Context: an optimization exercise on an open-source flow, tuned for small area. The choices shown serve that exercise and are no tape-out recipe. In this exercise RTL edits were held to simulation tests only and were not proved equivalent to the original. No activity file was given, so power comes from the tool's default toggle rates.

P:
// dallanmaOngorucu
module dallanmaOngorucu(
input rst_g,
input clk_g,
input [31:0] i_buyruk_adresi,
input [31:0] i_buyruk,
input is_jr,
input is_branch,
input is_jalr,
input is_j,
input is_jal,
input is_comp,
output [31:0] o_atlanan_adres,
output o_buyruk_ongoru,
input guncelle_gecerli_g,
input [31:0] i_eski_buyruk,
input [31:0] i_eski_buyruk_adresi,
input i_buyruk_atladi,
input [31:0] i_atlanan_adres,
input i_ongoru_yanlis
    );
    reg [31:0] r_atlanan_adres;
    reg        r_buyruk_ongoru;
    assign o_atlanan_adres = r_atlanan_adres;
    assign o_buyruk_ongoru = r_buyruk_ongoru;
    reg [1023:0] btb_t;
    reg [63:0]   btb_c;
    reg [7:0] bht;
    reg [2:0] bht_pointer;
    wire [4:0] r_idx = ((is_branch && guncelle_gecerli_g) ? {bht[4:1], i_buyruk_atladi} : bht[4:0])
                       ^ i_buyruk_adresi[6:2];
    wire [31:0] p_sel;
    ongoru_coz u_coz_p (.idx(r_idx), .en(is_branch), .y(p_sel));
    wire rd_p;
    ongoru_oku #(.W(1)) u_oku_p (.d({btb_c[63], btb_c[61], btb_c[59], btb_c[57], btb_c[55], btb_c[53], btb_c[51], btb_c[49],
                                      btb_c[47], btb_c[45], btb_c[43], btb_c[41], btb_c[39], btb_c[37], btb_c[35], btb_c[33],
                                      btb_c[31], btb_c[29], btb_c[27], btb_c[25], btb_c[23], btb_c[21], btb_c[19], btb_c[17],
                                      btb_c[15], btb_c[13], btb_c[11], btb_c[9],  btb_c[7],  btb_c[5],  btb_c[3],  btb_c[1]}),
                                 .sel(p_sel), .q(rd_p));
    wire upd_br  = (i_eski_buyruk[6:0] == 7'b1100011) && guncelle_gecerli_g;
    wire upd_j   = ((i_eski_buyruk[6:0] == 7'b1100111) || (is_comp && (i_eski_buyruk[15:12] == 4'b1001)))
                   && i_ongoru_yanlis;
    wire upd_c   = upd_br && i_ongoru_yanlis;
    wire [7:0] bht_sh = is_branch ? {bht[6:0], rd_p} : bht;
    wire [15:0] bht_ext = {8'd0, bht};
  ...
==> flow/config.mk <==
export PLATFORM = sky130hd
export DESIGN_NAME = dallanmaOngorucu
export DESIGN_NICKNAME = dallanmaOngorucu
export VERILOG_FILES = /design/flow/design.v
export SDC_FILE = /design/flow/constraint.sdc
export NUM_CORES = 4
export LEC_CHECK = 0
export CAP_MARGIN = 20
export CORE_MARGIN = 2
export CORE_UTILIZATION = 70
export SLEW_MARGIN = 20
export SYNTH_HIERARCHICAL = 1
==> flow/constraint.sdc <==
create_clock -name core_clock -period 10.0 [get_ports {clk_g}]
set_input_delay 2.0000 -clock core_clock [delete_from_list [all_inputs] [get_ports {clk_g}]]
set_output_delay 2.0000 -clock core_clock [all_outputs]
set_load 0.01 [all_outputs]
standard.sh (not shown) runs the stock make flow with config.mk's settings and CLKGATE_MAP_FILE= SYNTH_SCRIPT=/design/flow/synth_recipe.tcl, a recipe that flattens the netlist after the stock synthesis.
==> flow/flow/run.sh <==
#!/bin/bash
# Own layout flow: the standard synthesis unchanged, then the standard
# ORFS steps with a few extra settings:
#  - remove the buffers abc inserted (repair_design re-buffers what needs it)
#  - port buffers use the smallest buffer cell
#  - CTS with clkbuf_16 leaf clusters of at most 30 sinks and no dummy loads
set -euo pipefail
bash standard.sh synth > log_synth.txt 2>&1
bash standard.sh \
  REMOVE_ABC_BUFFERS=1 \
  "BUFFER_PORTS_ARGS=-buffer_cell sky130_fd_sc_hd__buf_1" \
  "CTS_ARGS=-sink_clustering_enable -repair_clock_nets -dont_use_dummy_load -buf_list {sky130_fd_sc_hd__clkbuf_16} -sink_clustering_size 30 -sink_clustering_max_diameter 60" \
  finish > log_finish.txt 2>&1
[inputs] Q vs P
==> flow/flow/run.sh <==
#!/bin/bash
# Own layout flow: the standard synthesis unchanged, then the standard
# ORFS steps with a few extra settings:
#  - remove the buffers abc inserted (repair_design re-buffers what needs it)
#  - port buffers use the smallest buffer cell
#  - CTS with clkbuf_8 leaf clusters of at most 16 sinks and no dummy loads
set -euo pipefail
bash standard.sh synth > log_synth.txt 2>&1
bash standard.sh \
  REMOVE_ABC_BUFFERS=1 \
  "BUFFER_PORTS_ARGS=-buffer_cell sky130_fd_sc_hd__buf_1" \
  "CTS_ARGS=-sink_clustering_enable -repair_clock_nets -dont_use_dummy_load -buf_list {sky130_fd_sc_hd__clkbuf_8} -sink_clustering_size 16 -sink_clustering_max_diameter 60" \
  finish > log_finish.txt 2>&1
--- outcome ---
On footprint of the flip-flops and latches, Q and P are basically level. Relative to P, the insertion delay of the later-clocked pin in the worst-skew pair of Q is higher by 0.06 ns. Q vs. P: net switching share of the total power went up by 0.81 points, area growth from synthesis to layout went down by 0.58 points, internal power component went down by about 4.3%, fill cell total of the finished layout went up by about 1.2%, sequential share of layout area went up by 0.28 points. Looking at Q and P, the routed wire length is a wash.
--- input diff Q..R ---
- changing CORE_UTILIZATION from 70 to 60
--- outcome ---
Taking Q as the reference, in R setup skew after layout higher; final clock period utilization by the worst path roughly the same; non-clock buffer count lower.
The inputs of S differ from those of R as listed below.
- a change of CAP_MARGIN from 20 to 5
- a change of SLEW_MARGIN from 20 to 5
Notes after the runs:
- Each of the runs, namely R and S, reached the end of the flow and came out clean.
- The lower amount of wire on met2 after detailed routing of R and S is in S.
- Summary of S over R: portion of total power attributed to combinational logic has remained practically unchanged; maximum frequency has remained practically unchanged.
- Non-clock buffer count (S vs. R) decreases slightly
- Between R and S, the difference in buffering overhead is negligible.
- Any difference in hold slack between S and R is small enough to ignore.
- Between S and R, the combinational-cell power consumption does not differ in any meaningful way.
For T, these inputs were changed with respect to S:
- CORE_UTILIZATION: 60 -> 75
- Comparing S and T, the higher filler cell count is on S.
- Design internal power, S and T: lower on T
- T vs. S: register-to-register slack went up by 0.22 ns.
- Setup WNS S -> T: better
- Maximum level of the CTS H-tree across S and T: no real change.
- Diff S -> T | synthesis-to-layout area growth | decrease of 0.76 points
- Area: T vs S -> T smaller
- Going from S to T, cell count of the worst reg-to-reg path grows by about 20%.
- Overall power consumption on T is down relative to S.
- Comparing flip-flop and latch share of the layout cell area for S and T, the smaller number came from S.

==> separate check: timing with driven ports <==
In the flow no input, the clock included, has a driving cell. The finished layouts below were timed again as built, in two steps. Step 1: set_driving_cell puts a clkbuf_16 on clk_g and a buf_2 on each other input, an assumption about the parent block. Step 2 times the ports against the registers' clock, not the clock port: input delays grow and output delays shrink by t, the midpoint of the rising clock arrivals with the driver on. a / b / c = ideal / step 1 / step 2; a / b = the first two.
run	t (ns)	setup WS [ns]	hold WS [ns]	worst slew at a driven data input, ns	cell pins on the clock port's net
P	0.704	0.787 / 0.829 / 0.125	0.476 / 0.476 / 0.476	0.18	1
Q	0.775	0.908 / 0.950 / 0.175	0.475 / 0.475 / 0.475	0.17	1
R	0.758	0.902 / 0.941 / 0.182	0.479 / 0.479 / 0.479	0.10	1
S	0.758	0.918 / 0.957 / 0.199	0.478 / 0.478 / 0.478	0.09	1
T	0.770	1.056 / 1.083 / 0.312	0.469 / 0.469 / 0.469	0.07	1
After both steps every run listed still meets setup and hold. For T, which loses most, drivers alone change the setup slack by +0.027 ns; drivers and shift together by -0.744 ns.
